From an optimization exercise on the open Yosys and OpenROAD flow, aimed at small area, a short achievable clock period and few clock cycles; shortcuts taken in it are not production practice. Only simulation tests tie the RTL to the original design; equivalence was not proved. No activity file was given, so power comes from the tool's default toggle rates.

`design/flow/flow/run.sh`:
```
#!/bin/bash
# The standard ORFS layout, with three changes to how it is made:
#  - synthesis maps the logic with a single-pass ABC script (flow/abc.script:
#    one choice computation and one delay-oriented mapping) in place of the
#    standard five-pass speed script; everything else in synthesis, the
#    registers included, is as synth_recipe.tcl makes it;
#  - port buffers use the smallest buffer cell (buf_1); repair_design and
#    repair_timing still resize them where needed;
#  - IO pins may sit on adjacent routing tracks, so a smaller die holds all pins.
# Each tool's output goes to standard.log here and to the ORFS logs under orfs/logs.
set -euo pipefail
W=$(pwd)
export BUFFER_PORTS_ARGS="-buffer_cell sky130_fd_sc_hd__buf_1"
export PLACE_PINS_ARGS="-min_distance 1 -min_distance_in_tracks"
export FLOW_ABC_SCRIPT="$W/flow/abc.script"
{
  head -n 1 synth_recipe.tcl
  cat <<'TCL'
proc abc {args} {
  set i [lsearch -exact $args -script]
  if {$i >= 0} { lset args [expr {$i + 1}] $::env(FLOW_ABC_SCRIPT) }
  yosys abc {*}$args
}
TCL
  tail -n +2 synth_recipe.tcl
} > flow_synth.tcl
sed "s#SYNTH_SCRIPT=[^ ]*#SYNTH_SCRIPT=$W/flow_synth.tcl#" standard.sh > flow_standard.sh
grep -q "SYNTH_SCRIPT=$W/flow_synth.tcl" flow_standard.sh
bash flow_standard.sh > standard.log 2>&1
```
`design/flow/standard.sh`:
```
#!/bin/bash
# synth_recipe.tcl (not shown) runs the flow's synth.tcl, then flattens the netlist and writes it again
# the make line also repeats each setting of config.mk as NAME=value (left out here)
make -C /OpenROAD-flow-scripts/flow DESIGN_CONFIG=/design/flow/config.mk WORK_HOME=/design/flow/orfs CLKGATE_MAP_FILE= SYNTH_SCRIPT=/design/flow/synth_recipe.tcl "${@:-finish}"
```
`design/flow/flow/abc.script`:
```
&get -n
&st
&dch
&nf
&put
buffer -c
topo
stime -c
upsize -c
dnsize -c
```
`design/flow/constraint.sdc`:
```
create_clock -name core_clock -period 8.0 [get_ports {iClk}]
set_input_delay 1.6000 -clock core_clock [delete_from_list [all_inputs] [get_ports {iClk}]]
set_output_delay 1.6000 -clock core_clock [all_outputs]
set_load 0.01 [all_outputs]
```
`design/flow/design.v`:
```
`timescale 1ns / 1ps
module Calculator_512bit #(
      parameter OPERAND_WIDTH = 512,
      parameter ADDER_WIDTH   = 128,
      parameter N_ITERATIONS  = OPERAND_WIDTH / ADDER_WIDTH
    )
    (
    input  wire                       iClk,
    input  wire                       iRst,
    input  wire                       iStart,
    input  wire [1:0]                 iSel,
    input  wire [OPERAND_WIDTH-1:0]   iOpA,
    input  wire [OPERAND_WIDTH-1:0]   iOpB,
    output wire [OPERAND_WIDTH:0]     oRes,
    output wire                       oDone);
    localparam W   = OPERAND_WIDTH;
    localparam BLK = 4;              
    localparam NB  = W / BLK;        
    wire          wSub = iSel[1];
    wire [W-1:0]  wT   = iOpB ^ {W{wSub}};
    wire [W-1:0]  wG   = iOpA & wT;
    wire [W-1:0]  wP   = iOpA ^ wT;
    reg  [W-1:0]  wLG, wLP;
    reg  [NB-1:0] wBG, wBP;
    integer i, k, l, j;
    always @(*) begin
        for (k = 0; k < NB; k = k + 1) begin
            wLG[k*BLK] = 1'b0;
            wLP[k*BLK] = 1'b1;
            for (j = 1; j < BLK; j = j + 1) begin
                wLG[k*BLK+j] = wG[k*BLK+j-1] | (wP[k*BLK+j-1] & wLG[k*BLK+j-1]);
                wLP[k*BLK+j] = wP[k*BLK+j-1] & wLP[k*BLK+j-1];
            end
            wBG[k] = wG[k*BLK+BLK-1] | (wP[k*BLK+BLK-1] & wLG[k*BLK+BLK-1]);
            wBP[k] = wP[k*BLK+BLK-1] & wLP[k*BLK+BLK-1];
        end
    end
    reg [NB-1:0] wSG, wSP;
    always @(*) begin
        wSG = wBG;
        wSP = wBP;
        for (l = 0; (1 << l) < NB; l = l + 1)
            for (k = 0; k < NB; k = k + 1)
                if (k & (1 << l)) begin
                    j = (k & ~((2 << l) - 1)) + (1 << l) - 1;
                    wSG[k] = wSG[k] | (wSP[k] & wSG[j]);
                    wSP[k] = wSP[k] & wSP[j];
                end
    end
    wire wCout = wSG[NB-1];         
    wire wEq   = wSP[NB-1];         
    wire wEnd  = wSub & wCout;      
    wire [NB-1:0] wC = {wSG[NB-2:0] | (wSP[NB-2:0] & {(NB-1){wEnd}}), wEnd};
    reg [NB-1:0] rC;
    reg          rCout, rEq, rInv, rAdd, rCmp, rDone;
    always @(posedge iClk) begin
        rC    <= wC;
        rCout <= wCout;
        rEq   <= wEq;
        rInv  <= wSub & ~wCout;
        rAdd  <= (iSel == 2'b01);
        rCmp  <= (iSel == 2'b10);
        rDone <= iStart & ~iRst;
    end
    reg [W-1:0] wSum;
    always @(*)
        for (i = 0; i < W; i = i + 1)
            wSum[i] = wP[i] ^ (wLG[i] | (wLP[i] & rC[i / BLK])) ^ rInv;
    localparam [W:0] MSG_A  = {"iOpA is larger", 401'd0};
    localparam [W:0] MSG_B  = {"iOpB is larger", 401'd0};
    localparam [W:0] MSG_EQ = {"iOpA equals to iOpB", 361'd0};
    wire [W:0] wMsg = rCout ? MSG_A : (rEq ? MSG_EQ : MSG_B);
    assign oRes  = rCmp ? wMsg : {rAdd & rCout, wSum};
    assign oDone = rDone;
endmodule
```
`design/flow/config.mk`:
```
export PLATFORM = sky130hd
export DESIGN_NAME = Calculator_512bit
export DESIGN_NICKNAME = Calculator_512bit
export VERILOG_FILES = /design/flow/design.v
export SDC_FILE = /design/flow/constraint.sdc
export NUM_CORES = 4
export LEC_CHECK = 0
export CAP_MARGIN = 20
export CORE_AREA = 5 5 315 315
export DIE_AREA = 0 0 320 320
export SETUP_SLACK_MARGIN = 5
export SLEW_MARGIN = 20
export TNS_END_PERCENT = 0
```
==> summary.txt, run 1 <==
Counting flops with an async set or reset pin after synthesis yields a share of 0. The area growth from synthesis to layout is 25.88%. The critical path data arrival time is 3.73 ns. The highest achievable clock rate came out at 187.7 MHz. The cell area after layout came out at 47360 sq um. The number of enable-type register cells in the synthesized netlist is 0. The longest clock path from root to sink contains 2 buffers. At the end of routability-driven placement, the weighted congestion stood at 1.067. The number of cell rows is 113.

The detailed router finished its first iteration with 3056 violations. The sum of net half-perimeters after detailed placement came out at 155900 um. The share of synthesized area in the top cell type comes to 0.1716. The I/O pin total came out at 1543. After synthesis the netlist holds a flip-flop and latch count of 134. After layout, the design draws a total of 8712 uW.

In this run the remaining antenna-violating nets after routing total 0. The hold violation total from the final report came to 0. STA classifies the critical path endpoint as an output pin.

The cell with the most instances after synthesis is xor2_1. The sequential cell area in the final layout is 2690 sq um. The multi-input combinational cells in the finished layout cover a total of 33380 sq um. After detailed routing, the number of vias per cell comes to 5.395. The worst hold path begins at iSel[0]. The floorplan die height is 320 um. The share of cell area taken by muxes after synthesis is 0. After detailed routing, the number of remaining DRC violations is 0. The setup violation total in the final timing report came out at 0.

TritonCTS built the clock tree. The area fraction in compound gates after synthesis came out at 0.1583. The nature of the critical path startpoint is an input port. The average routed wire per standard cell is 24.22 um. Synthesis produced a netlist with a net count of 6662.

The global-route total usage across every layer came out at 0.3470. The largest total area in the synthesized netlist belongs to xor2_1. The power per unit of standard cell area came out at 184.0 nW/um^2. The filler cell count in the final layout is 9962. The end point of the most critical hold path is rCmp. The layout cell share with drive strength beyond 1 is 0.05898.

The clock transition at the register clock pins on the worst setup and hold paths after CTS came out at 0.06 ns. The count of hold-fix buffers inserted at cts is 0. The wire length reported by the detailed router is 190900 um. The number of max-capacitance violations reported is 0. The transition time at the pin with the least slew margin is 1.083 ns. The placeable core area is 95150 sq um. By area, the combinational part of the netlist is dominated by XOR/XNOR gates. The final-layout setup total negative slack is 0 ns. The level count of the clock H-tree is 4. Of the total synthesized cell area, the portion taken by full adders, half adders and majority gates is 0.2384. The critical path in this run is classified as input port to output pin. CTS placed an instance of clkbuf_16 at the clock tree root. The via count of the first global-routing pass came out at 41880. The analysis attributes to cell leakage a power of 0.01999 uW. For this run, the detailed router's first-pass iteration total came to 6.

The number of buffers inserted by port buffering came out at 1542. The number of clock buffers inserted by TritonCTS came out at 17. Counting instances, the worst hold path has a depth of 2. The most used flip-flop cell after synthesis is dfxtp_1. Setup repair after global routing could not meet its margin everywhere. The number of distinct standard cells referenced by the synthesized netlist came out at 77.

By area the synthesized netlist is led by xor2_1 (17%), ha_1 (17%), xnor2_1 (15%), dfxtp_1 (7.1%), fa_1 (6.8%). The sequential share of the synthesized area came out at 0.07131. The aggregate global routing overflow came out at 0. Of the available clock period, the critical path in the final layout requires 0.6658.

For this run, the number of Yosys warnings is 1. The final layout net count is 8133. The min-delay analysis places its worst path in the category input port to register. In this run the worst path has a maximum fanout of 20. The global-route wire length before repair came out at 269000 um. The total count of max-transition violations in the final report is 0. The mean cell area of the mapped netlist is 7.535 sq um. By count the netlist is led by xor2_1 (737), xnor2_1 (646), nor2_1 (563). The synthesized cell area came out at 37620 sq um. The number of antenna violations at the first check in global routing came out at 167. Of the total synthesized cell area, the portion taken by XOR and XNOR cells is 0.3220. The maximum number of pins on one net before global-route repair is 94. Across all layers, the routed design uses 42530 vias.

The required time at the worst-slack endpoint is 6.40 ns. The worst path needs 5.326 ns of the cycle, external delays included. The run finished with no timing, DRC or antenna violations. The overall die area came out at 102400 sq um.

Of the total synthesized cell area, the portion taken by AND, OR, NAND and NOR gates is 0.1528. Synthesis produced 4993 cells. The relative slew slack is 0.2777. The initial cell density of the core is 0.3954. The placed standard-cell area came out at 44820 sq um. The floorplan step set the die width to 320 um. CTS saw 134 sinks. The largest voltage drop on the vdd net is 164.1 uV.
-- flip-flops by register name, indices dropped and copies added (netlist names) --
register	count
rEq	1
rDone	1
rInv	1
rCmp	1
rAdd	1
rCout	1
rC	128
-- worst max path at each step --
stage	start	endpoint	depth (start not counted)
after global placement	iSel[1]	rC[36]	18
final	iSel[1]	oRes[174]	11
after CTS	iSel[1]	oRes[314]	12
after floorplan	iSel[1]	rC[127]	17
after global routing	iSel[1]	rC[87]	17
after detailed placement	iSel[1]	rC[36]	18
-- repair_timing --
item / 4_1_cts / 5_1_grt
setup buffers: 27 / 14
setup endpoints to repair: 644 / 644
pin swaps: 26 / 30
gates resized for setup: 133 / 119
cloned: 12 / 5
-- cell families after synthesis --
kind of cell,Yosys count
compound gates,1000
xor+xnor,1383
fa+ha+maj,640
buf+inv,562
flops,134
simple gates,1274
-- per-layer routing --
layer  part of all wire  global-route usage
met3              0.092              0.1179
met2               0.43              0.5272
met1               0.37              0.3805
met4               0.11              0.3204
met5             0.0018                   0
-- critical path: stages --
cell,delay [ns]
clkbuf_16,0.16
buf_12,0.18
buf_16,0.18
xor2_1,0.16
ha_1,0.34
a21oi_1,0.22
o21ai_1,0.14
xor2_1,0.17
xnor2_1,0.14
nor2_2,0.21
buf_2,0.19
-- cell usage in the layout, fill, tap and decap left out, types with 12 or more instances in the layout --
master / netlist / routed
o21bai_1: 46 / 44
a31oi_1: 20 / 17
buf_4: 3 / 68
fa_1: 128 / 128
o31ai_1: 50 / 50
nand4_1: 56 / 56
buf_1: 93 / 1487
inv_1: 357 / 355
diode_2: 0 / 140
dfxtp_1: 134 / 132
a21oi_1: 446 / 413
nand2_1: 351 / 347
nand2b_1: 25 / 25
o21ai_0: 268 / 239
buf_16: 0 / 14
nor3_1: 14 / 12
a221oi_1: 22 / 15
ha_1: 512 / 510
nor2_2: 5 / 15
a21oi_2: 1 / 34
buf_2: 7 / 29
and4_1: 48 / 44
a31o_2: 14 / 14
nor2_1: 563 / 549
clkbuf_2: 1 / 22
xor2_1: 737 / 722
and3_1: 18 / 17
xor2_2: 0 / 15
o21ai_1: 11 / 32
a21o_1: 32 / 32
clkbuf_16: 0 / 23
nand3_1: 121 / 119
xnor2_1: 646 / 642
-- layout make-up --
| type | instances | share of cell area |
|---|---|---|
| Antenna cell | 140 | 0.007398 |
| Clock buffer | 20 | 0.01009 |
| Clock inverter | 12 | 0.001955 |
| Inverter | 359 | 0.02864 |
| Multi-Input combinational cell | 4298 | 0.7048 |
| Sequential cell | 134 | 0.05680 |
| Tap cell | 1265 | 0.03342 |
| Timing Repair Buffer | 1654 | 0.1569 |
-- per-stage QoR --
step | instances | worst slack, ns | hold WS [ns] | util
after global placement | 7652 | 0.4218 | 1.778 | 0.4710
final | 7882 | 2.674 | 1.273 | 0.4977
after detailed placement | 7652 | 0.5356 | 1.771 | 0.4710
after CTS | 7723 | 2.706 | 1.228 | 0.4871
after floorplan | 4993 | 2.928 | 1.667 | -
after global routing | 7858 | 2.606 | 1.259 | 0.4971
-- where the power goes --
| part | leakage [uW] | switching [uW] | internal [uW] |
|---|---|---|---|
| Combinational | 0.0186 | 4300 | 2670 |
| Clock | 0.000271 | 393 | 433 |
| Sequential | 0.00113 | 112 | 799 |
Testbench counts, summed over its fixed seeds: cycles 6,400.
==> run 2, diff against run 1 <==
--- a/design/flow/config.mk
+++ b/design/flow/config.mk
@@ -8,6 +8,7 @@
 export CAP_MARGIN = 20
 export CORE_AREA = 5 5 315 315
 export DIE_AREA = 0 0 320 320
-export SETUP_SLACK_MARGIN = 5
+export GPL_ROUTABILITY_DRIVEN = 0
+export SETUP_SLACK_MARGIN = 3.5
 export SLEW_MARGIN = 20
 export TNS_END_PERCENT = 0
==> run 2 against run 1 <==
  * Routed wire length decreased by 2.2%
  * Worst hold slack improved by 0.00085 ns
  * Fmax increased by 0.33%
  * Sequential power about the same
  * Final cell count decreased by 0.43%
  * Design area decreased by 0.20%
  * Global-route usage decreased by 0.55 points
  * Worst setup slack improved by 0.018 ns
  * Sequential share of layout area about the same
  * Die area unchanged
  * Via count increased by 0.71%
  * Largest power group unchanged
==> summary.txt, run 2 <==
The run finished with no timing, DRC or antenna violations. The aggregate global routing overflow is 0. The mean cell area of the mapped netlist is 7.535 sq um.

The largest voltage drop on the vdd net is 152.1 uV. The largest area contributor in the netlist is xor2_1. The net count of the finished layout is 8120. The area of combinational cells with multiple inputs came out at 33310 sq um. The number of cell rows is 113. Among cell families on the critical path, the largest total delay comes from buffers and inverters. In the final layout, the share of cells above drive strength 1 is 0.05585. The post-route minimum period is 5.309 ns. The level count of the clock H-tree came out at 4. For this run, the number of Yosys warnings is 1. The mapped netlist covers 37620 sq um.

The DRC violation total after the first TritonRoute iteration came out at 3294. The worst setup path is captured at an output pin. Once detailed placement completed, the half-perimeter wirelength came to 149500 um. The design draws 8666 uW. The number of distinct standard cells referenced by the synthesized netlist came out at 77. By instance count, the leading cell after synthesis is xor2_1. Setup repair after global routing could not meet its margin everywhere. Counting flops with a built-in enable in the synthesized netlist gives 0. In this run the worst hold path is classified as input port to register.

The transition time at the pin with the least slew margin is 1.085 ns. The hold violation total from the final report is 0. The master cell of the clock root buffer is clkbuf_16. The flip-flop count of the largest register, all copies and words added is 128.

rC holds more flip-flops than any other register. The wire length reported by the detailed router came out at 186700 um. The initial cell density of the core is 0.3954. The first detailed-routing pass ran for 6 iterations. The portion of synthesized cell area occupied by the leading cell type came out at 0.1716. The final-layout setup total negative slack is 0 ns.

The placeable core area came out at 95150 sq um. After detailed routing, the number of vias per cell comes to 5.457. The average routed wire per standard cell came out at 23.79 um. The critical path data arrival time is 3.71 ns.

The cell at the slowest stage of the critical path is ha_1. The total number of vias is 42830. In this run, synthesis produced a sequential element count of 134.

Synthesis handed over a netlist of 4993 instances. The number of clock buffers inserted by TritonCTS came out at 17. The maximum fanout along the worst path came out at 12. In this run the horizontal extent of the chip is 320 um.

The leakage power is 0.01993 uW. For this run, the leading register cell type out of synthesis is dfxtp_1. The total count of max-transition violations in the final report is 0. The smallest hold slack is 1.274 ns. Clock-pin slew was measured on the worst setup and hold paths at 0.08 ns. The via count of the first global-routing pass came to 42020. At the worst endpoint, the required time is 6.40 ns. The maximum number of pins on one net before global-route repair came out at 198. The die covers 102400 sq um. The number of nets produced by synthesis came out at 6662. The layout overhead on the synthesized area came out at 25.63%.

For this run, the slowest stage of the critical path takes 0.35 ns. The highest achievable clock rate is 188.4 MHz. Across the whole layout, storage elements account for 2690 sq um.

The number of antenna violations at the first check in global routing came out at 139. The library cells used most frequently in the layout, excluding fill and tap cells, are buf_1 (1490), xor2_1 (722), xnor2_1 (642), nor2_1 (547), ha_1 (511). The setup violation total in the final timing report is 0. The power per unit of standard cell area came out at 183.4 nW/um^2. Yosys attributes the largest share of cell area to xor2_1 (17%), ha_1 (17%), xnor2_1 (15%), dfxtp_1 (7.1%), fa_1 (6.8%). In the synthesized netlist, the cells that appear most often are xor2_1 (737), xnor2_1 (646), nor2_1 (563). The number of nets still failing antenna checks after routing came out at 0. The global-route total usage across every layer came out at 0.3415.

The number of hold buffers added after CTS was 0. TritonCTS built the clock tree. The filler cell count in the final layout came out at 9940. The worst setup path is launched from an input port. The total clock sinks is 134. The floorplan die height came out at 320 um.

The number of remaining DRC errors is 0. The count of buffers added on input and output ports is 1542. The share of the Yosys chip area taken by registers is 0.07131. The number of max-capacitance violations reported came out at 0. The global-route wire length before repair is 265800 um.

Leaving out fill and tap cells, the most frequent cell in the layout is buf_1. The post-route fraction of the period consumed by the critical path came out at 0.6636. The worst-case clock buffer depth came out at 2. In the synthesized netlist the async set-or-reset flop fraction comes to 0. The I/O pin total is 1543. Traced cell by cell, the critical path runs through clkbuf_16 -> buf_16 -> buf_16 -> xor2_1 -> ha_1 -> a21oi_2 -> nand2_1 -> xnor2_1 -> xnor2_1 -> o21ai_0 -> buf_1. The critical path is of the input port to output pin type. The count of buffer and inverter cells on the critical path came out at 4. The relative slew slack came out at 0.2768.
## run 2: worst paths after layout
| check | start | end | slack, ns | depth (start not counted) |
|---|---|---|---|---|
| worst max-delay path | iSel[1] | oRes[374] | 2.69 | 11 |
| worst min-delay path | iRst | rDone | 1.27 | 2 |
## run 2: logic make-up after synthesis
logic type,Yosys count,synth area share
compound gates,1000,0.1583
xor+xnor,1383,0.3220
fa+ha+maj,640,0.2384
buf+inv,562,0.05724
flops,134,0.07130
simple gates,1274,0.1528
## run 2: per-stage QoR
step           std cells  cell area, sq um  setup slack, ns  utilization
6_report            7848             47260            2.691       0.4967
5_1_grt             7824             47200            2.617       0.4961
4_1_cts             7712             46540            2.751       0.4891
3_5_place_dp        7641             44720           0.9239       0.4700
3_3_place_gp        7641             44720           0.9597       0.4700
2_1_floorplan       4993             37820            2.928            -
## run 2: routing by layer
layer  up-vias  global-route usage  part of all wire
li1      19790                   -                 -
met1     19670              0.3741              0.36
met2      2463              0.5165              0.43
met3       851              0.1180             0.099
met4        60              0.3173              0.11
met5         -            0.002315            0.0024
## run 2: final cells by class
class | count | share of cell area
Timing Repair Buffer | 1642 | 0.1580
Tap cell | 1265 | 0.03349
Clock inverter | 13 | 0.002621
Clock buffer | 19 | 0.009160
Inverter | 359 | 0.02870
Antenna cell | 119 | 0.006301
Multi-Input combinational cell | 4297 | 0.7049
Sequential cell | 134 | 0.05692
## run 2: report_power, final
part / internal, uW / total [uW] / leakage [uW] / switching, uW
Sequential: 799 / 909 / 0.00113 / 109
Combinational: 2670 / 6930 / 0.0185 / 4260
Clock: 431 / 826 / 0.000262 / 395
## run 2: timing repair
| action | in CTS | in global routing |
|---|---|---|
| buffers inserted | 22 | 13 |
| pin swaps | 25 | 14 |
| endpoints found under the setup margin | 643 | 643 |
| resized for setup | 174 | 70 |
| gates cloned | 17 | 4 |
==> run 3, diff against run 2 <==
--- a/design/flow/config.mk
+++ b/design/flow/config.mk
@@ -8,7 +8,6 @@
 export CAP_MARGIN = 20
 export CORE_AREA = 5 5 315 315
 export DIE_AREA = 0 0 320 320
-export GPL_ROUTABILITY_DRIVEN = 0
 export SETUP_SLACK_MARGIN = 3.5
 export SLEW_MARGIN = 20
 export TNS_END_PERCENT = 0
==> run 3 against run 2 <==
  * Still clean on timing, DRC and antenna
  * Utilization is 0.099 points higher
  * Combinational power is 0.6% higher
  * Clock power hardly changed
  * Die area stayed put
  * Design area is 0.20% higher
  * Worst setup slack worse by 0.018 ns
  * Sequential power hardly changed
  * Critical path type unchanged
  * Highest routed layer unchanged
==> summary.txt, run 3 <==
The run finished with no timing, DRC or antenna violations. The post-detailed-route via-to-cell ratio is 5.395. The clock transition at the register clock pins on the worst setup and hold paths after CTS came out at 0.06 ns. Based on the critical path, the design can be clocked at up to 187.7 MHz.

The sum of net half-perimeters after detailed placement is 155900 um. The post-route minimum period came out at 5.326 ns. For this run, design rule violations remaining after detail routing come to 0. The internal power of the cells totals 3906 uW. The synthesized cell area is 37620 sq um.

For this run, the number of Yosys warnings is 1. At the end of the flow the core is filled with cells to 0.4977. The power per unit of standard cell area is 184.0 nW/um^2. Counting along the longest clock path gives a buffer depth of 2.

The most common library cell in the layout ignoring fill and taps is buf_1. The tree is rooted in a clkbuf_16. The leakage power came out at 0.01999 uW.

The maximum fanout along the worst path came out at 20. The post-synthesis sequential element count is 134. Leaving out fill and tap cells, the most frequent cells in the layout are buf_1 (1487), xor2_1 (722), xnor2_1 (642), nor2_1 (549), ha_1 (510). The DRC violation total after the first TritonRoute iteration came out at 3056. The placeable core area is 95150 sq um. Synthesis produced a netlist with a net count of 6662. Setup repair after global routing could not meet its margin everywhere.

The switching component of the power is 4806 uW. The number of clock buffers inserted by TritonCTS is 17. The tightest min-delay check is of the input port to register type. The power share of the clock group is 0.095. The global-route wire length before repair is 269000 um. The share of total power in sequential cells is 0.105. Of all cell types, the one taking the most synthesized area is xor2_1. The relative slew slack came out at 0.2777. Entering global routing, the biggest net connects 94 pins. Setup violations remaining at the end of the flow were counted as 0.

VDD sags by at most 164.1 uV. The average routed wire per standard cell came out at 24.22 um. The total number of vias is 42530. The critical path data arrival time is 3.73 ns. The final RePlAce weighted congestion came out at 1.067. The number of antenna violations at the first check in global routing is 167. In the synthesized netlist, the cells that appear most often are xor2_1 (737), xnor2_1 (646), nor2_1 (563). The floorplan die height came out at 320 um.

Yosys attributes the largest share of cell area to xor2_1 (17%), ha_1 (17%), xnor2_1 (15%), dfxtp_1 (7.1%), fa_1 (6.8%). During placement, the flow inserted port buffers numbering 1542. The post-route fraction of the period consumed by the critical path is 0.6658. The count of hold-fix buffers inserted at cts is 0. The number of enable-type register cells in the synthesized netlist is 0. The switching share of power is 0.5516. The initial cell density of the core came out at 0.3954. In the global route stage, overall resource usage came out at 0.3470.

The wire length reported by the detailed router came out at 190900 um. The final-layout setup total negative slack came out at 0 ns. 1543 I/O pins were placed. CTS built an H-tree with a depth of 4. The layout overhead on the synthesized area is 25.88%. The cell with the most instances after synthesis is xor2_1. The count of mapped cells out of synthesis is 4993. STA classifies the critical path endpoint as an output pin. The portion of synthesized cell area occupied by the leading cell type is 0.1716. At the worst endpoint, the required time is 6.40 ns. The die width is 320 um. The aggregate global routing overflow came out at 0. The flip-flop count of the largest register, all copies and words added came out at 128. The sequential share of the synthesized area came out at 0.07131. In the synthesized netlist the dominant register cell turns out to be dfxtp_1. The layout cell share with drive strength beyond 1 is 0.05898. The total clock sinks is 134. The share of total power dissipated in combinational logic is 0.800.

STA classifies the critical path startpoint as an input port. The number of detailed-routing iterations run before antenna repair came out at 6. The via count of the first global-routing pass came out at 41880. The number of cell rows is 113. The mean cell area of the mapped netlist is 7.535 sq um.

The hold violation total from the final report is 0. The number of max-capacitance violations reported came out at 0. The total count of max-transition violations in the final report is 0. TritonCTS built the clock tree.

The die covers 102400 sq um. Of all flip-flops after synthesis, the portion carrying an async set or reset was 0. The final worst setup slack came out at 2.674 ns.

The largest register by flop count is rC. The number of nets still failing antenna checks after routing is 0. The final layout net count came out at 8133.

The number of distinct standard cells referenced by the synthesized netlist is 77. Prior to clock tree synthesis, the placed netlist has a worst setup slack of 0.5356 ns. The worst setup path is of the input port to output pin kind. The transition time at the pin with the least slew margin came out at 1.083 ns.
run 3: cell counts after synthesis:
Identical to the previous run, type by type.
run 3: final cells by class:
| type | count | area (sq um) |
|---|---|---|
| sequential | 134 | 2690 |
| multi-input combinational | 4298 | 33380 |
| clock inverter | 12 | 92.59 |
| timing repair buffer | 1654 | 7428 |
| inverter | 359 | 1356 |
| tap | 1265 | 1583 |
| antenna | 140 | 350.3 |
| clock buffer | 20 | 478.0 |
| fill | 9962 | 47800 |
run 3: timing repair:
action	in CTS	in global routing
endpoints found under the setup margin	643	643
gates cloned	12	5
gates resized for setup	133	119
pin swaps	26	30
buffers inserted	27	14
run 3: path summary, 6_finish.rpt:
| path | slack, ns | to | start | depth (start not counted) |
|---|---|---|---|---|
| max | 2.67 | oRes[174] | iSel[1] | 11 |
| min | 1.27 | rCmp | iSel[0] | 2 |
run 3: power groups by stage:
stage | Sequential [uW] | Combinational [uW] | Clock (uW)
after floorplan | 861 | 4420 | 0
after global placement | 929 | 6610 | 0
after detailed placement | 923 | 6640 | 0
after CTS | 911 | 6810 | 848
after global routing | 925 | 7510 | 865
final | 912 | 6970 | 826
run 3: cells by family (layout without fill, tap and decap cells):
group / after synthesis / after routing / synth area share
flops: 134 / 134 / 0.07130
buf+inv: 562 / 2045 / 0.05724
compound gates: 1000 / 1000 / 0.1583
other cells: 0 / 140 / 0
xor+xnor: 1383 / 1383 / 0.3220
simple gates: 1274 / 1275 / 0.1528
fa+ha+maj: 640 / 640 / 0.2384
run 3: critical path: stages:
cell and delay [ns]:
clkbuf_16 0.16, buf_12 0.18, buf_16 0.18, xor2_1 0.16
ha_1 0.34, a21oi_1 0.22, o21ai_1 0.14, xor2_1 0.17
xnor2_1 0.14, nor2_2 0.21, buf_2 0.19
run 3: metrics by stage:
| step | instance area [sq um] | power, uW | hold WS [ns] | instances |
|---|---|---|---|---|
| 2_1_floorplan | 37820 | 5276 | 1.667 | 4993 |
| 3_3_place_gp | 44820 | 7541 | 1.778 | 7652 |
| 3_5_place_dp | 44820 | 7568 | 1.771 | 7652 |
| 4_1_cts | 46350 | 8565 | 1.228 | 7723 |
| 5_1_grt | 47300 | 9298 | 1.259 | 7858 |
| 6_report | 47360 | 8712 | 1.273 | 7882 |
run 3: per-layer routing:
layer / vias up / GRT usage / wire length [um]
met4: 58 / 0.3204 / 20620
met3: 740 / 0.1179 / 17510
met1: 19710 / 0.3805 / 70100
met5: - / 0 / 337
met2: 2184 / 0.5272 / 82300
li1: 19840 / - / -
==> run 4, diff against run 3 <==
--- a/design/flow/config.mk
+++ b/design/flow/config.mk
@@ -6,8 +6,8 @@
 export NUM_CORES = 4
 export LEC_CHECK = 0
 export CAP_MARGIN = 20
-export CORE_AREA = 5 5 315 315
-export DIE_AREA = 0 0 320 320
+export CORE_AREA = 5 5 300 300
+export DIE_AREA = 0 0 305 305
 export SETUP_SLACK_MARGIN = 3.5
 export SLEW_MARGIN = 20
 export TNS_END_PERCENT = 0
==> run 4 against run 3 <==
  * Still clean on timing, DRC and antenna
  * Non-clock buffer count rose by 11
  * Worst setup slack got worse by 0.23 ns
  * Synthesized cell count is the same
  * Design area increased by 1.4%
  * Via count increased by 1.9%
  * Total power rose by 2.9%
  * Sequential share of layout area fell by 0.077 points
  * Utilization is 5.7 points higher
  * Final cell count down 1.4%
==> summary.txt, run 4 <==
The count of nets left with antenna violations once routing finished came out at 0. The worst setup path is of the input port to output pin kind. The number of detailed-routing iterations run before antenna repair came out at 7. The total count of max-transition violations in the final report was 0.

The final RePlAce weighted congestion came out at 1.085. The register with the most flip-flops in the final layout is rC. For this run, the total global-route usage over all layers was measured as 0.3860. After synthesis, the most frequently instantiated cells are xor2_1 (737), xnor2_1 (646), nor2_1 (563).

The filler cells instantiated in the layout total 8912. The die is 305 um wide. The total number of vias is 43310. The share of the Yosys chip area taken by registers is 0.07131. The clock passes through at most 2 buffers. The smallest hold slack came out at 1.228 ns. The number of enable-type register cells in the synthesized netlist came out at 0. The number of remaining DRC errors is 0. The hold violation total from the final report is 0. For this run, the leading register cell type out of synthesis is dfxtp_1. The tightest min-delay check is of the input port to register type. The cell with the most instances after synthesis is xor2_1. After synthesis, the cell types taking the most area are xor2_1 (17%), ha_1 (17%), xnor2_1 (15%), dfxtp_1 (7.1%), fa_1 (6.8%). The total clock sinks came out at 134. Leaving out fill and tap cells, the most frequent cell in the layout is buf_1. The power per unit of standard cell area is 186.8 nW/um^2. The largest voltage drop on the vdd net came out at 158.2 uV. After legalization and detailed placement, the total HPWL measured 154800 um. The placeable core area is 86620 sq um.

The global routing usage on met2 came out at 0.5745. STA puts the critical path data arrival time at 3.96 ns. The wire length reported by the detailed router came out at 194300 um. The post-synthesis sequential element count came out at 134. The biggest area contributor in the post-synthesis netlist is xor2_1. The clock transition at the register clock pins on the worst setup and hold paths after CTS came out at 0.07 ns.

The number of max-capacitance violations reported is 0. The layout overhead on the synthesized area came out at 27.60%. The synthesized cell area came out at 37620 sq um. The count of mapped cells out of synthesis came out at 4993. The global-route wire length before repair came out at 271100 um. The multi-input combinational cells in the finished layout cover a total of 33780 sq um. The number of cell rows came out at 108. STA classifies the critical path endpoint as an output pin. The average routed wire per standard cell is 25.00 um.

The flip-flop count of the largest register, all copies and words added is 128. The transition time at the pin with the least slew margin is 1.376 ns. The post-route fraction of the period consumed by the critical path came out at 0.6949. The floorplan step set the die height to 305 um.

After global routing, the most crowded layer is met2. The final layout net count came out at 8144. Pin placement for this block handled 1543 I/O pins. Leaving out fill and tap cells, the most frequent cells in the layout are buf_1 (1463), xor2_1 (713), xnor2_1 (633), nor2_1 (532), ha_1 (504).

The via count of the first global-routing pass came out at 41680. The worst setup path is launched from an input port. Along the worst path, the maximum fanout reaches 7. The sequential cell area in the final layout is 2690 sq um. Setup violations remaining at the end of the flow were counted as 0. The post-route minimum period is 5.559 ns. Entering global routing, the biggest net connects 213 pins.

The final worst setup slack is 2.441 ns. The met1 demand-to-capacity share in global routing came out at 0.4194. The async set-reset flop share out of synthesis came out at 0.

The DRC violation total after the first TritonRoute iteration is 3564. The post-detailed-route via-to-cell ratio came out at 5.572. Yosys mapped the design onto 77 distinct sky130hd cell types. The root buffer cell chosen for the clock tree is clkbuf_16.

The number of antenna violations at the first check in global routing was 155. TritonCTS built the clock tree. The overall die area came out at 93030 sq um. Setup total negative slack on the finished layout was measured at 0 ns. The post-placement worst setup slack came out at 1.102 ns. The highest achievable clock rate is 179.9 MHz. The placed standard-cell area came out at 44620 sq um. The H-tree generated during clock tree synthesis spans 4 levels. The mean cell area of the mapped netlist came out at 7.535 sq um. The layout cell share with drive strength beyond 1 came out at 0.07647. The initial cell density of the core is 0.4343. The number of buffers inserted by port buffering is 1542. The leakage power came out at 0.02030 uW. Summed over all layers, the global routing overflow is 0. Setup repair after global routing could not meet its margin everywhere.

The cell area after layout came out at 48000 sq um. In this run the tightest slew margin relative to its limit is 0.08247. The run finished with no timing, DRC or antenna violations. The number of nets produced by synthesis is 6662. The portion of synthesized cell area occupied by the leading cell type is 0.1716. For this run, the number of Yosys warnings is 1. STA puts the critical path data required time at 6.40 ns. Buffers inserted during clock tree synthesis total 17. The met3 routing resource usage after global routing came out at 0.1420.
## run 4: cell types whose count changed in the layout (fill, tap and decap cells not counted), moves of 9 or more
cell	change
nor2_1	-17
xnor2_1	-9
buf_1	-24
xor2_1	-9
clkbuf_2	+24
a21oi_2	+29
xnor2_2	+9
a21oi_1	-29
nor2_2	+15
## run 4: what timing repair did
| item | 4_1_cts | 5_1_grt |
|---|---|---|
| buffers inserted | 21 | 33 |
| hold endpoints to repair | 0 | 0 |
| resized for setup | 102 | 274 |
| pin swaps | 15 | 68 |
| hold buffers | 0 | 0 |
| setup endpoints to repair | 643 | 643 |
| cloned | 12 | 14 |
## run 4: report_power, final
part	internal [uW]	total, uW	switching [uW]	leakage [uW]
Sequential	800	920	121	0.00113
Combinational	2740	7110	4370	0.0189
Clock	549	934	385	0.000303
## run 4: metal layers
layer  vias up  part of all wire
li1      19870                 -
met5         -            0.0021
met1     20140              0.36
met4        58              0.11
met2      2416              0.43
met3       831             0.096
## run 4: worst paths after layout
kind,depth (start not counted),startpoint,slack (ns),endpoint
max,9,iSel[1],2.44,oRes[140]
min,2,iRst,1.23,rDone
## run 4: area by class of cell
cell class / count / share of cell area
multi-input combinational: 4298 / 0.7038
timing repair buffer: 1665 / 0.1617
sequential: 134 / 0.05604
tap: 1155 / 0.03010
inverter: 359 / 0.02831
clock buffer: 18 / 0.008940
antenna: 132 / 0.006881
clock inverter: 12 / 0.004275
## run 4: kinds of logic (layout without fill, tap and decap cells)
kind of cell | count (synthesis) | after routing | share of synthesized area
adders and majority gates | 640 | 640 | 0.2384
and+or+nand+nor | 1274 | 1275 | 0.1528
AOI/OAI and AO/OA | 1000 | 1000 | 0.1583
xor gates and xnor gates | 1383 | 1383 | 0.3220
DFF | 134 | 134 | 0.07130
buffers and inverters | 562 | 2054 | 0.05724
other | 0 | 132 | 0
## run 4: critical path, cell delays in order
cell and delay [ns]:
clkbuf_16 0.16, clkbuf_16 0.20, buf_12 0.16, xor2_1 0.20, inv_1 0.08, fa_1 0.45, xor2_1 0.15, nor2_1 0.68
buf_1 0.24
## run 4: through the flow
| stage | total power [uW] | util | cells |
|---|---|---|---|
| floorplan | 5276 | - | 4993 |
| global placement | 7526 | 0.5151 | 7531 |
| detailed placement | 7542 | 0.5151 | 7531 |
| CTS | 8612 | 0.5324 | 7594 |
| global route | 9528 | 0.5534 | 7745 |
| finish | 8968 | 0.5542 | 7773 |
==> run 5, diff against run 4 <==
--- a/design/flow/config.mk
+++ b/design/flow/config.mk
@@ -6,8 +6,8 @@
 export NUM_CORES = 4
 export LEC_CHECK = 0
 export CAP_MARGIN = 20
-export CORE_AREA = 5 5 300 300
-export DIE_AREA = 0 0 305 305
+export CORE_AREA = 5 5 310 310
+export DIE_AREA = 0 0 315 315
 export SETUP_SLACK_MARGIN = 3.5
 export SLEW_MARGIN = 20
 export TNS_END_PERCENT = 0
==> run 5 against run 4 <==
  * Synthesized cell count unchanged
  * Combinational power about the same
  * Worst setup slack better by 0.27 ns
  * Critical path type unchanged
  * Largest power group unchanged
==> summary.txt, run 5 <==
The run finished with no timing, DRC or antenna violations. In this run the worst setup path begins at iSel[1]. Data arrives at the worst endpoint at 3.69 ns. Setup repair after global routing could not meet its margin everywhere. Counting flops per register, the top entry is rC. The power share of the clock group came out at 0.102. Synthesis handed over a netlist of 4993 instances.

Once detail routing completed, the nets flagged for antenna violations numbered 0. The utilization after layout came out at 0.5194. The I/O pin total came out at 1543. Before CTS, the worst setup slack after placement is 0.6939 ns.

The via count of the first global-routing pass was 42470. The total clock sinks came out at 134. Buffers inserted during clock tree synthesis total 17. STA classifies the critical path startpoint as an input port.

The post-synthesis xor/xnor area fraction came out at 0.3220. Of the post-synthesis cell area, the dominant cell type holds 0.1716. By area the synthesized netlist is led by xor2_1 (17%), ha_1 (17%), xnor2_1 (15%), dfxtp_1 (7.1%), fa_1 (6.8%). The synthesized cell area is 37620 sq um. The average routed wire per standard cell is 24.99 um. The DRC violation total after the first TritonRoute iteration came out at 3503. Traced cell by cell, the critical path runs through clkbuf_16 -> buf_16 -> buf_12 -> buf_6 -> buf_4 -> xor2_1 -> ha_1 -> xnor2_2 -> xnor2_2 -> nor2_1 -> buf_4. The adder-cell area share of the yosys netlist is 0.2384. The largest area contributor in the netlist is xor2_1.

For this configuration, the core starts out at a cell density of 0.4092. The flip-flop count of the largest register, all copies and words added came out at 128. The final RePlAce weighted congestion is 1.042.

The largest family of logic cells by synthesized area is XOR/XNOR gates. The worst-case clock buffer depth is 2. Clock tree synthesis selected as its root buffer the cell clkbuf_16. Of the cells placed in the final design, the portion with a size suffix greater than 1 is 0.06645. The number of remaining DRC errors came out at 0. By instance count, the leading cell after synthesis is xor2_1.

The number of detailed-routing iterations run before antenna repair is 6. The clock transition at the register clock pins on the worst setup and hold paths after CTS is 0.08 ns. Power spread over the standard cell area amounts to 187.2 nW/um^2. The final layout contains routed wiring with a total length of 195600 um. The placeable core area is 91940 sq um. The design internal power came out at 4058 uW. The most common library cell in the layout ignoring fill and taps is buf_1. The number of nets produced by synthesis came out at 6662. The cell area after layout came out at 47750 sq um. The transition time at the pin with the least slew margin came out at 1.070 ns.

The number of max-capacitance violations reported is 0. Of the total power, combinational logic draws 0.794. Leaving out fill and tap cells, the most frequent cells in the layout are buf_1 (1475), xor2_1 (715), xnor2_1 (635), nor2_1 (538), ha_1 (511). The total number of vias is 42770.

The synthesized design contains 0 enable-type register cells. The final layout net count came out at 8127. Of the total synthesized cell area, the portion taken by AND, OR, NAND and NOR gates is 0.1528. The total count of max-transition violations in the final report was 0.

The async set-reset flop share out of synthesis came out at 0. By count the netlist is led by xor2_1 (737), xnor2_1 (646), nor2_1 (563). The post-detailed-route via-to-cell ratio is 5.463. For the worst setup path, the data required time is 6.40 ns. The hold violation total from the final report came out at 0.

The highest achievable clock rate is 188.9 MHz. The area fraction in compound gates after synthesis came to 0.1583. Among all flip-flop cells after synthesis, the most frequent one is dfxtp_1. The clock tree from TritonCTS is built. The count of hold-fix buffers inserted at cts is 0. The mean cell area of the mapped netlist came out at 7.535 sq um. The share of total power in sequential cells is 0.103. The leakage power came out at 0.02022 uW. The share of cell area taken by muxes after synthesis is 0. The floorplan die height came out at 315 um. STA classifies the critical path endpoint as an output pin.

The switching share of power came out at 0.5461. The number of cell rows came out at 111. The most critical setup path has its endpoint at oRes[55]. The level count of the clock H-tree came out at 4.

Setup violations remaining at the end of the flow were counted as 0. The path class of the tightest hold or removal check is input port to register. Synthesis inferred 134 register bits.

The worst path in the final design needs a cycle of 5.293 ns, including I/O delays and setup. On the worst path, the slowest cell contributes a delay of 0.36 ns. The wire-length estimate of the detail-placed layout is 156500 um. The number of buffers inserted by port buffering came out at 1542. For this run, the total global-route usage over all layers was measured as 0.3720. The critical path is of the input port to output pin type. The layout overhead on the synthesized area came out at 26.92%. Across the VDD grid, the largest voltage drop is 179.8 uV. The placed standard-cell area is 44620 sq um. The final-layout setup total negative slack came out at 0 ns. Counting distinct cell types in the post-synthesis netlist gives 77. The overall die area is 99230 sq um.

The maximum number of pins on one net before global-route repair came out at 194. The post-route fraction of the period consumed by the critical path came out at 0.6617. From left edge to right edge, the die measures 315 um. The count of warnings emitted by yosys is 1.

The maximum fanout along the worst path came out at 8. Among all stages on the critical path, the largest delay is contributed by ha_1. Hold is met by 1.245 ns. The final worst setup slack came out at 2.707 ns.

The switching component of the power came out at 4882 uW. The aggregate global routing overflow is 0. The relative slew slack is 0.2867. The first global-routing pass estimated 276100 um of wire.

The number of antenna violations at the first check in global routing came out at 136. For this run, the register share of the synthesized area comes to 0.07131.
## run 5: cell types whose count changed in the layout (fill, tap and decap cells not counted), moves of 11 or more
cell and delta:
a21oi_2 -27, a21oi_1 +26, buf_1 +12, clkbuf_2 -34, clkbuf_16 -11, o21ai_0 -18
o21ai_1 +16, buf_2 +23, diode_2 -18, buf_4 -13
## run 5: kinds of logic (layout without fill, tap and decap cells)
family          after synthesis  in the layout
fa+ha+maj                   640            640
flops                       134            134
other cells                   0            114
xor+xnor                   1383           1383
simple gates               1274           1277
compound gates             1000           1000
buf+inv                     562           2037
## run 5: worst min path at each step
| stage | startpoint | to | slack (ns) | depth (start not counted) |
|---|---|---|---|---|
| 2_1_floorplan | iSel[0] | rCmp | 1.67 | 1 |
| 3_3_place_gp | iRst | rDone | 1.76 | 2 |
| 3_5_place_dp | iRst | rDone | 1.76 | 2 |
| 4_1_cts | iRst | rDone | 1.21 | 2 |
| 5_1_grt | iRst | rDone | 1.24 | 2 |
| 6_report | iRst | rDone | 1.25 | 2 |
## run 5: repair_timing
action | in CTS | in global routing
gates resized for setup | 217 | 122
pin swaps | 40 | 34
endpoints found under the setup margin | 643 | 643
setup buffers | 24 | 21
endpoints found under the hold margin | 0 | 0
gates cloned | 26 | 2
## run 5: per-layer routing
metal  vias up  GRT usage  routed length [um]  part of all wire
li1      19820          -                   -                 -
met1     19750     0.4055               70690              0.36
met2      2282     0.5659               84520              0.43
met3       856     0.1275               18530             0.095
met4        56     0.3410               21500              0.11
met5         -    0.01630                 368            0.0019
## run 5: per-stage QoR
step | cells | total power, uW
global placement | 7609 | 7556
floorplan | 4993 | 5276
finish | 7828 | 8941
detailed placement | 7609 | 7572
global route | 7805 | 9529
CTS | 7691 | 8744
## run 5: final cells by class
cell class / count / area (sq um)
Clock buffer: 21 / 460.4
Antenna cell: 114 / 285.3
Fill cell: 9483 / 44190
Inverter: 359 / 1363
Multi-Input combinational cell: 4300 / 33660
Sequential cell: 134 / 2690
Clock inverter: 11 / 172.7
Timing Repair Buffer: 1646 / 7565
Tap cell: 1243 / 1555
## run 5: power groups by stage
stage / Sequential [uW] / Combinational [uW] / Clock (uW)
final: 921 / 7100 / 916
after global routing: 933 / 7640 / 960
after CTS: 920 / 6890 / 934
after detailed placement: 933 / 6640 / 0
after global placement: 937 / 6620 / 0
after floorplan: 861 / 4420 / 0
## run 5: critical path, delay by kind of cell
kind | cells | cell delay (ns)
AND/OR/NAND/NOR | 1 | 0.08
buffers and inverters | 6 | 1.04
XOR/XNOR | 3 | 0.58
adder cells (fa/ha/maj) | 1 | 0.36
==> run 6, diff against run 5 <==
--- a/design/flow/config.mk
+++ b/design/flow/config.mk
@@ -6,8 +6,8 @@
 export NUM_CORES = 4
 export LEC_CHECK = 0
 export CAP_MARGIN = 20
-export CORE_AREA = 5 5 310 310
-export DIE_AREA = 0 0 315 315
+export CORE_AREA = 5 5 305 305
+export DIE_AREA = 0 0 310 310
 export SETUP_SLACK_MARGIN = 3.5
 export SLEW_MARGIN = 20
-export TNS_END_PERCENT = 0
+export TNS_END_PERCENT = 2
==> run 6 against run 5 <==
  * Still clean
  * Sequential power down 0.8%
  * First-iteration DRC count up 12%
  * Via count up 0.39%
  * Die area down 3.1%
  * Utilization up 1.3 points
  * Global-route usage up 1.3 points
  * Final cell count down 0.66%
  * Largest cell class unchanged
==> summary.txt, run 6 <==
The flow ran to the end and the layout has no timing, DRC or antenna violations. The clock tree from TritonCTS is built. In this run the number of H-tree levels came out at 4.

Power spread over the standard cell area amounts to 186.5 nW/um^2. The required time at the worst-slack endpoint is 6.40 ns. Setup repair after global routing could not meet its margin everywhere.

The maximum fanout along the worst path is 8. Port buffering added 1542 buffers. The average routed wire per standard cell is 25.39 um. Counting flops and latches in the post-synthesis netlist gives 134.

For met2 alone, demand over resource in global routing was 0.5965. The number of enable-type register cells in the synthesized netlist is 0. The number of remaining DRC errors came out at 0. The die covers 96100 sq um. The total number of vias is 42930. The total clock sinks came out at 134. Dividing the detail-routed via count by the number of cells gives 5.521. The number of antenna violations at the first check in global routing came to 123.

The min-delay analysis places its worst path in the category input port to register. The count of mapped cells out of synthesis came out at 4993. The largest register by flop count is rC. The total power of the final layout is 8917 uW. The post-route minimum period came out at 5.344 ns. Relative to the synthesized area, the layout overhead comes to 27.07%.

The via count of the first global-routing pass came out at 41870. The sequential share of the synthesized area came out at 0.07131. The largest voltage drop on the vdd net is 184.2 uV.

The async set-reset flop share out of synthesis came out at 0. The number of nets still failing antenna checks after routing came out at 0. The sum of net half-perimeters after detailed placement is 159600 um.

The DRC violation total after the first TritonRoute iteration is 3912. The area of combinational cells with multiple inputs came out at 33650 sq um. The met3 routing resource usage after global routing came out at 0.1309. The number of detailed-routing iterations run before antenna repair is 8.

For this run, the number of Yosys warnings is 1. The floorplan step set the die width to 310 um. The number of cell rows is 110. Based on the critical path, the design can be clocked at up to 187.1 MHz.

The final RePlAce weighted congestion came out at 1.059. The utilization after layout came out at 0.5327. Measured against its own limit, the worst slew margin works out to 0.2862.

The I/O pin total came out at 1543. The critical path data arrival time is 3.74 ns. The cell with the most instances after synthesis is xor2_1. Among all flip-flop cells after synthesis, the most frequent one is dfxtp_1. By count the netlist is led by xor2_1 (737), xnor2_1 (646), nor2_1 (563). The maximum number of pins on one net before global-route repair came out at 160. The worst-case clock buffer depth came out at 2.

The mean cell area of the mapped netlist is 7.535 sq um. The critical path is of the input port to output pin type. The share of synthesized area in the top cell type comes to 0.1716. The hold violation total from the final report came out at 0. The worst setup path is captured at an output pin. The number of nets in the synthesized netlist is 6662.

After clock tree synthesis, the clock-pin slew on the worst setup and hold paths is 0.07 ns. The setup violation total in the final timing report is 0. After synthesis the cells add up to 37620 sq um. The library cell used most frequently in the layout, excluding fill and tap cells, is buf_1.

Summing all flip-flop and latch instances after layout gives 2690 sq um. The number of distinct standard cells referenced by the synthesized netlist came out at 77. The nature of the critical path startpoint is an input port. The global-route wire length before repair came out at 274900 um. The layout cell share with drive strength beyond 1 is 0.07271.

The final-layout setup total negative slack came out at 0 ns. The busiest layer in global routing is met2. The global-route total usage across every layer is 0.3853. The die is 310 um tall. The met1 demand-to-capacity share in global routing came out at 0.4168. The root buffer cell chosen for the clock tree is clkbuf_16. In this run, post-CTS hold repair placed 0 buffers.

By area the synthesized netlist is led by xor2_1 (17%), ha_1 (17%), xnor2_1 (15%), dfxtp_1 (7.1%), fa_1 (6.8%). The post-route fraction of the period consumed by the critical path came out at 0.6680. The leakage power is 0.02024 uW. The placeable core area came out at 89740 sq um. In the layout the commonest cells are buf_1 (1486), xor2_1 (716), xnor2_1 (641), nor2_1 (523), ha_1 (508). The net count of the finished layout is 8163. Across the run, the number of max-cap violations was 0. The total count of max-transition violations in the final report came out at 0. The aggregate global routing overflow is 0.

For the pin with the worst max-slew slack, the measured transition is 1.071 ns. The flip-flop count of the largest register, all copies and words added came out at 128. The filler cell count in the final layout is 9272. The initial cell density of the core is 0.4192. The biggest area contributor in the post-synthesis netlist is xor2_1. After detailed routing, the total wire length is 197500 um. Counting the buffers created by CTS gives 17.
[run 6: routing by layer]
metal	part of all wire	routed length (um)
met1	0.36	71000
met4	0.11	21330
met2	0.44	86340
met3	0.093	18380
met5	0.0020	395
[run 6: timing repair]
action                     4_1_cts  5_1_grt
gates resized for setup        239      101
pin swaps                       48       43
setup endpoints to repair      643      643
setup buffers                   46       23
gates cloned                    21        5
[run 6: layout make-up]
class                      count  share of cell area
inverter                     359             0.02861
antenna                       95            0.004973
multi-input combinational   4300              0.7039
sequential                   134             0.05627
timing repair inverter         2           0.0004188
timing repair buffer        1680              0.1624
tap                         1176             0.03078
clock buffer                  19            0.009475
clock inverter                11            0.003141
[run 6: logic make-up after synthesis]
group | synth area share
compound gates | 0.1583
xor+xnor | 0.3220
fa+ha+maj | 0.2384
buf+inv | 0.05724
flops | 0.07130
simple gates | 0.1528
[run 6: final timing paths]
kind / start / end / slack, ns / cells past startpoint
setup / recovery: iSel[1] / oRes[297] / 2.66 / 11
hold / removal: iRst / rDone / 1.25 / 2
[run 6: power by group]
part	internal, uW	switching [uW]
Sequential	800	114
Clock	503	381
Combinational	2720	4400
Total	4020	4900
[run 6: per-stage QoR]
stage	setup WS, ns	hold slack, ns	std cells	cell area [sq um]
2_1_floorplan	2.948	1.667	4993	37880
3_3_place_gp	1.142	1.759	7556	44690
3_5_place_dp	1.056	1.761	7556	44690
4_1_cts	2.705	1.216	7653	46950
5_1_grt	2.571	1.255	7753	47750
6_report	2.656	1.246	7776	47800
[run 6: critical path, stage by stage]
cell       delay [ns]
clkbuf_16        0.17
buf_12           0.15
buf_16           0.16
buf_8            0.13
xor2_1           0.22
inv_1            0.10
fa_1             0.42
xnor2_1          0.17
xnor2_1          0.17
nor2_1           0.23
buf_1            0.20
==> run 7, diff against run 6 <==
--- a/design/flow/config.mk
+++ b/design/flow/config.mk
@@ -10,4 +10,4 @@
 export DIE_AREA = 0 0 310 310
 export SETUP_SLACK_MARGIN = 3.5
 export SLEW_MARGIN = 20
-export TNS_END_PERCENT = 2
+export TNS_END_PERCENT = 0
==> run 7 against run 6 <==
  * Still clean
  * Via count fell by 0.45%
  * Synthesized cell count did not move
  * Global-route usage fell by 1.4 points
  * Largest cell class unchanged
  * Total power fell by 1.3%
  * Count of clock-buffer cells in the layout rose by 4
  * Routed wire length fell by 3.1%
  * Die area did not move
  * Non-clock buffer count fell by 7
  * Critical path depth rose by 2
  * Combinational power fell by 1%
==> summary.txt, run 7 <==
The placeable core area is 89740 sq um. The total number of vias came out at 42740. Setup slack on the critical path of the routed design comes to 2.737 ns.

The number of enable-type register cells in the synthesized netlist is 0. At the pin with the least slew margin, the transition time is 1.288 ns. In the synthesized netlist, the number of instances is 4993. The most used flip-flop cell after synthesis is dfxtp_1.

The post-route minimum period came out at 5.263 ns. The DRC violation total after the first TritonRoute iteration came out at 3333. In the layout the commonest cells are buf_1 (1458), xor2_1 (716), xnor2_1 (640), nor2_1 (542), ha_1 (510). The maximum fanout along the worst path is 7. The register with the most flip-flops in the final layout is rC. The first detailed-routing pass took 6 iterations.

The highest achievable clock rate is 190.0 MHz. In this run, synthesis produced a sequential element count of 134. The initial cell density of the core is 0.4192. The register with the most flip-flops in the layout has 128 of them. The setup violation total in the final timing report came out at 0.

The die is 310 um tall. The async set-reset flop share out of synthesis is 0. The worst setup path is launched from an input port.

The number of different library cells used by synthesis comes to 77. The synthesized cell area came out at 37620 sq um. The final layout net count is 8154.

The critical path in this run is classified as input port to output pin. The tool flagged a number of max-cap violations equal to 0. The post-detailed-route via-to-cell ratio came out at 5.474. The worst-case clock buffer depth is 2. The final RePlAce weighted congestion came out at 1.068. The total count of max-transition violations in the final report came out at 0. The most common library cell in the layout ignoring fill and taps is buf_1.

The clock transition at the register clock pins on the worst setup and hold paths after CTS is 0.07 ns. The mean cell area of the mapped netlist is 7.535 sq um. The largest area contributor in the netlist is xor2_1.

The number of antenna violations at the first check in global routing came out at 145. The most common cell in the synthesized netlist is xor2_1. The number of clock buffers inserted by TritonCTS came out at 17. In the synthesized netlist, the cells that appear most often are xor2_1 (737), xnor2_1 (646), nor2_1 (563). The overall die area came out at 96100 sq um. By area the synthesized netlist is led by xor2_1 (17%), ha_1 (17%), xnor2_1 (15%), dfxtp_1 (7.1%), fa_1 (6.8%). The sequential share of the synthesized area is 0.07131.

The post-route fraction of the period consumed by the critical path is 0.6579. The floorplan has 110 rows. The level count of the clock H-tree is 4. In the global route stage, overall resource usage came out at 0.3717. The relative slew slack came out at 0.1411. The wire length reported by the detailed router is 191300 um. Setup repair after global routing could not meet its margin everywhere. After routing the design area is 47680 sq um. The number of remaining DRC errors came out at 0.

Counting every net in the synthesized netlist gives 6662. The total power of the final layout is 8802 uW. The leakage power came out at 0.02026 uW. The portion of synthesized cell area occupied by the leading cell type came out at 0.1716.

The run finished with no timing, DRC or antenna violations. The power per unit of standard cell area is 184.6 nW/um^2. The required time at the worst-slack endpoint came out at 6.40 ns. At the end of the flow the core is filled with cells to 0.5313. For this run, the number of Yosys warnings is 1. The placed standard-cell area is 44700 sq um. Of the cells placed in the final design, the portion with a size suffix greater than 1 is 0.07065. At the placement stage, the worst setup path has a slack of 0.9011 ns. For this design, the sink count on the clock tree is 134. The critical path data arrival time is 3.66 ns.

The die width came out at 310 um. The I/O pin total came out at 1543. CTS placed an instance of clkbuf_16 at the clock tree root. Detailed placement finished with a half-perimeter wire length of 154200 um. The maximum number of pins on one net before global-route repair is 219. Summed over all failing endpoints, the final setup total negative slack is 0 ns. The number of buffers inserted by port buffering came out at 1542.

After detailed routing, the average wire length per cell comes to 24.50 um. The count of hold-fix buffers inserted at cts came out at 0. The via count of the first global-routing pass is 41160. The clock tree from TritonCTS is built. The aggregate global routing overflow came out at 0. The first global-routing pass estimated 266400 um of wire. The worst setup path is captured at an output pin. The hold violation total from the final report is 0. The number of nets still failing antenna checks after routing came out at 0. From synthesis to final layout, the design area changed by 26.74%. After filler insertion, the fill cell instance count of the layout stands at 9346.

The largest voltage drop on the vdd net came out at 181.2 uV. The min-delay analysis places its worst path in the category input port to register.
-- run 7: cell counts after synthesis --
Identical to the previous run, type by type.
-- run 7: cells by family after synthesis --
family | count (synthesis) | share of synthesized area
AO/OA/AOI/OAI | 1000 | 0.1583
XOR/XNOR | 1383 | 0.3220
adder cells (fa/ha/maj) | 640 | 0.2384
buffers and inverters | 562 | 0.05724
flip-flops | 134 | 0.07130
AND/OR/NAND/NOR | 1274 | 0.1528
-- run 7: final timing paths --
path / slack (ns) / to / cells after the start / startpoint
worst max-delay path: 2.74 / oRes[506] / 13 / iSel[1]
worst min-delay path: 1.26 / rDone / 2 / iRst
-- run 7: final cells by class --
class	instances	area, sq um	area share
Inverter	359	1364	0.02860
Antenna cell	134	335.3	0.007033
Timing Repair Buffer	1673	7711	0.1617
Tap cell	1176	1471	0.03086
Clock inverter	8	97.59	0.002047
Clock buffer	23	478.0	0.01002
Multi-Input combinational cell	4300	33530	0.7033
Sequential cell	134	2690	0.05642
-- run 7: where the power goes --
part	total, uW	internal, uW	switching (uW)
Sequential	916	800	116
Combinational	7030	2720	4310
Clock	856	480	376
-- run 7: metrics by stage --
stage / instances / hold WS (ns)
6_report: 7807 / 1.257
5_1_grt: 7767 / 1.243
4_1_cts: 7647 / 1.221
3_5_place_dp: 7562 / 1.768
3_3_place_gp: 7562 / 1.760
2_1_floorplan: 4993 / 1.667
-- run 7: worst max-delay path: stages --
cell	delay, ns
clkbuf_16	0.18
buf_12	0.15
buf_16	0.15
buf_16	0.15
xor2_1	0.16
ha_1	0.36
buf_4	0.17
nand3_2	0.07
nand2_2	0.08
xor2_2	0.16
xnor2_1	0.19
nor2_1	0.06
buf_2	0.18
-- run 7: metal layers --
metal | GRT usage | routed length [um]
met1 | 0.4162 | 70680
met3 | 0.1219 | 17080
met4 | 0.3332 | 20600
met5 | 0.01138 | 352
met2 | 0.5623 | 82550
-- run 7: repair_timing --
action,in CTS,in global routing
setup endpoints to repair,643,643
resized for setup,197,139
gates cloned,17,5
pin swaps,40,26
hold endpoints to repair,0,0
buffers inserted,37,21
==> run 8, diff against run 7 <==
--- a/design/flow/config.mk
+++ b/design/flow/config.mk
@@ -8,6 +8,6 @@
 export CAP_MARGIN = 20
 export CORE_AREA = 5 5 305 305
 export DIE_AREA = 0 0 310 310
-export SETUP_SLACK_MARGIN = 3.5
+export SETUP_SLACK_MARGIN = 3.0
 export SLEW_MARGIN = 20
 export TNS_END_PERCENT = 0
==> run 8 against run 7 <==
  * Sequential share of layout area unchanged
  * Combinational power about the same
  * Final cell count unchanged
  * Area after synthesis unchanged
  * Total power unchanged
  * Largest power group unchanged
  * Count of clock-buffer cells in the layout unchanged
  * Non-clock buffer count unchanged
  * Via count unchanged
==> summary.txt, run 8 <==
VDD sags by at most 181.2 uV. The number of cell rows is 110. The mean cell area of the mapped netlist is 7.535 sq um.

The cell area after layout came out at 47680 sq um. xor2_1 is the most common cell in the netlist. The placeable core area came out at 89740 sq um. The post-route fraction of the period consumed by the critical path is 0.6579. Leaving out fill and tap cells, the most frequent cells in the layout are buf_1 (1458), xor2_1 (716), xnor2_1 (640), nor2_1 (542), ha_1 (510). The number of nets still failing antenna checks after routing came out at 0.

The number of clock buffers inserted by TritonCTS came out at 17. The clock transition at the register clock pins on the worst setup and hold paths after CTS came out at 0.07 ns. The global-route wire length before repair came out at 266400 um. The transition time at the pin with the least slew margin is 1.288 ns.

The number of antenna violations at the first check in global routing is 145. For this design, the slowest cell found on the critical path is ha_1. The setup violation total in the final timing report came out at 0. The signal on the critical path passes through clkbuf_16 -> buf_12 -> buf_16 -> buf_16 -> xor2_1 -> ha_1 -> buf_4 -> nand3_2 -> nand2_2 -> xor2_2 -> xnor2_1 -> nor2_1 -> buf_2. In this run the number of H-tree levels came out at 4. The aggregate global routing overflow is 0.

The wire length the detailed router placed on met1 is 70680 um. The sequential cell area in the final layout came out at 2690 sq um. After detailed routing, the number of vias per cell comes to 5.474. The layout cell share with drive strength beyond 1 is 0.07065. The cell with the most instances on the worst path is buf_16. Detailed routing placed a total of 82550 um of wire on met2. The final layout net count is 8154. Before antenna repair, the detailed router went through 6 iterations. Yosys attributes the largest share of cell area to xor2_1 (17%), ha_1 (17%), xnor2_1 (15%), dfxtp_1 (7.1%), fa_1 (6.8%). Data on the critical path is required at its endpoint by 6.40 ns. The most common library cell in the layout ignoring fill and taps is buf_1. Setup repair after global routing could not meet its margin everywhere. The worst setup path is launched from an input port. The number of nets produced by synthesis came out at 6662.

The sequential share of the synthesized area is 0.07131. The count of placed standard cells in the final layout, fillers left out came out at 7807. The total count of max-transition violations in the final report is 0.

The via count of the first global-routing pass is 41160. The final RePlAce weighted congestion is 1.068. The die width is 310 um.

Entering global routing, the biggest net connects 219 pins. The power per unit of standard cell area is 184.6 nW/um^2. The flip-flop count of the largest register, all copies and words added came out at 128. The initial cell density of the core came out at 0.4192. The analysis attributes to cell leakage a power of 0.02026 uW. Detailed placement finished with a half-perimeter wire length of 154200 um. The post-synthesis sequential element count came out at 134. Dividing the detail-routed wire length by the instance count gives 24.50 um. The number of buffers inserted by port buffering came out at 1542. The area growth from synthesis to layout is 26.74%. Hold repair after CTS inserted 0 buffers. The floorplan die height is 310 um. The placed standard-cell area came out at 44700 sq um.

The first routing iteration left 3333 violations. In the routed design, unresolved DRC markers number 0. The overall die area is 96100 sq um. The master cell of the clock root buffer is clkbuf_16. The total number of vias is 42740. The async set-reset flop share out of synthesis is 0. The commonest cells after synthesis are xor2_1 (737), xnor2_1 (646), nor2_1 (563).

Wire segments on met3 add up to 17080 um in the final route. The filler cell count in the final layout came out at 9346. The largest area contributor in the netlist is xor2_1. The count of warnings emitted by yosys came out at 1.

CTS saw 134 sinks. The global-route total usage across every layer is 0.3717. The count of mapped cells out of synthesis is 4993. The delay of the slowest critical-path stage came out at 0.36 ns. The worst-case clock buffer depth came out at 2.

The I/O pin total came out at 1543. The critical path data arrival time came out at 3.66 ns. The wire length reported by the detailed router came out at 191300 um. The highest metal layer carrying signal wires in the routed design is met5. The critical path is of the input port to output pin type. In the final timing run, aggregate negative setup slack is 0 ns. The post-route minimum period came out at 5.263 ns.

The relative slew slack is 0.1411. The tightest min-delay check is of the input port to register type. For this run, the leading register cell type out of synthesis is dfxtp_1.

The portion of synthesized cell area occupied by the leading cell type is 0.1716. The maximum fanout along the worst path came out at 7. The total placed cells including tap cells came out at 7562. The highest achievable clock rate came out at 190.0 MHz. The number of max-capacitance violations reported came out at 0. The number of enable-type register cells in the synthesized netlist came out at 0. The largest register by flop count is rC. In the final layout, the multi-input gates occupy 33530 sq um. The hold violation total from the final report came out at 0. TritonCTS built the clock tree.

The nature of the critical path endpoint is an output pin. The synthesized cell area is 37620 sq um. The flow ran to the end and the layout has no timing, DRC or antenna violations. The number of distinct standard cells referenced by the synthesized netlist is 77.
run 8: cell counts after synthesis:
Identical to the previous run, type by type.
run 8: cell families after synthesis:
group	synth area share
fa+ha+maj	0.2384
flops	0.07130
simple gates	0.1528
xor+xnor	0.3220
buf+inv	0.05724
compound gates	0.1583
run 8: per-layer routing:
layer  up-vias  track usage
met5         -      0.01138
met4        54       0.3332
met3       775       0.1219
met2      2228       0.5623
met1     19800       0.4162
li1      19880            -
run 8: path summary, 6_finish.rpt:
path / startpoint / to / slack (ns) / cells past startpoint
min: iRst / rDone / 1.26 / 2
max: iSel[1] / oRes[506] / 2.74 / 13
run 8: through the flow:
stage               hold WS [ns]  setup slack [ns]    util  power [uW]
finish                     1.257             2.737  0.5313        8802
global route               1.243             2.621  0.5302        9378
CTS                        1.221             2.803  0.5197        8607
detailed placement         1.768            0.9011  0.4981        7523
global placement           1.760             1.019  0.4981        7508
floorplan                  1.667             2.928       -        5276
run 8: final cells by class:
class                           count  share of cell area
Antenna cell                      134            0.007033
Tap cell                         1176             0.03086
Clock inverter                      8            0.002047
Clock buffer                       23             0.01002
Timing Repair Buffer             1673              0.1617
Multi-Input combinational cell   4300              0.7033
Inverter                          359             0.02860
Sequential cell                   134             0.05642
run 8: timing repair:
| item | CTS | global route |
|---|---|---|
| gates cloned | 17 | 5 |
| endpoints found under the setup margin | 643 | 583 |
| buffers inserted | 37 | 21 |
| resized for setup | 197 | 139 |
| pin swaps | 40 | 26 |
run 8: power breakdown:
group          internal, uW  total [uW]  switching (uW)  leakage [uW]
clock network           480         856             376      0.000284
logic                  2720        7030            4310        0.0188
registers               800         916             116       0.00113
total                  4000        8800            4800        0.0203
run 8: critical path, delay by kind of cell:
kind	cells	cell delay [ns]
adders and majority gates	1	0.36
xor gates and xnor gates	3	0.51
and+or+nand+nor	3	0.21
buffers and inverters	6	0.98

-- what the ideal ports hide --
In the flow no input, the clock included, has a driving cell. The finished layouts below were timed again as built, in two steps. Step 1, drivers: a clkbuf_16 drives iClk and a buf_2 each remaining input, both assumed. Step 2 moves the port delays by t, midway between the first and last clock arrival at a register: inputs arrive t later, outputs are due t later. That takes back most of the time a late clock gives input paths. Slacks: ideal ports / drivers / drivers and shift; pairs: ideal ports / drivers.
run | t (ns) | setup slack, ns | slew at the worst register clock pin (ns)
run 1 | 0.561 | 2.674 / 2.469 / 2.062 | 0.08 / 0.08
run 2 | 0.557 | 2.691 / 2.435 / 1.975 | 0.08 / 0.08
run 3 | 0.561 | 2.674 / 2.469 / 2.062 | 0.08 / 0.08
run 4 | 0.575 | 2.441 / 2.189 / 2.029 | 0.07 / 0.07
run 5 | 0.560 | 2.707 / 2.415 / 1.976 | 0.08 / 0.08
run 6 | 0.567 | 2.656 / 2.387 / 1.990 | 0.07 / 0.07
run 7 | 0.558 | 2.737 / 2.455 / 2.040 | 0.07 / 0.07
run 8 | 0.558 | 2.737 / 2.455 / 2.040 | 0.07 / 0.07
After both steps setup and hold are still met in every run listed. For run 5, which loses most, drivers alone change the setup slack by -0.292 ns; drivers and shift together by -0.731 ns.
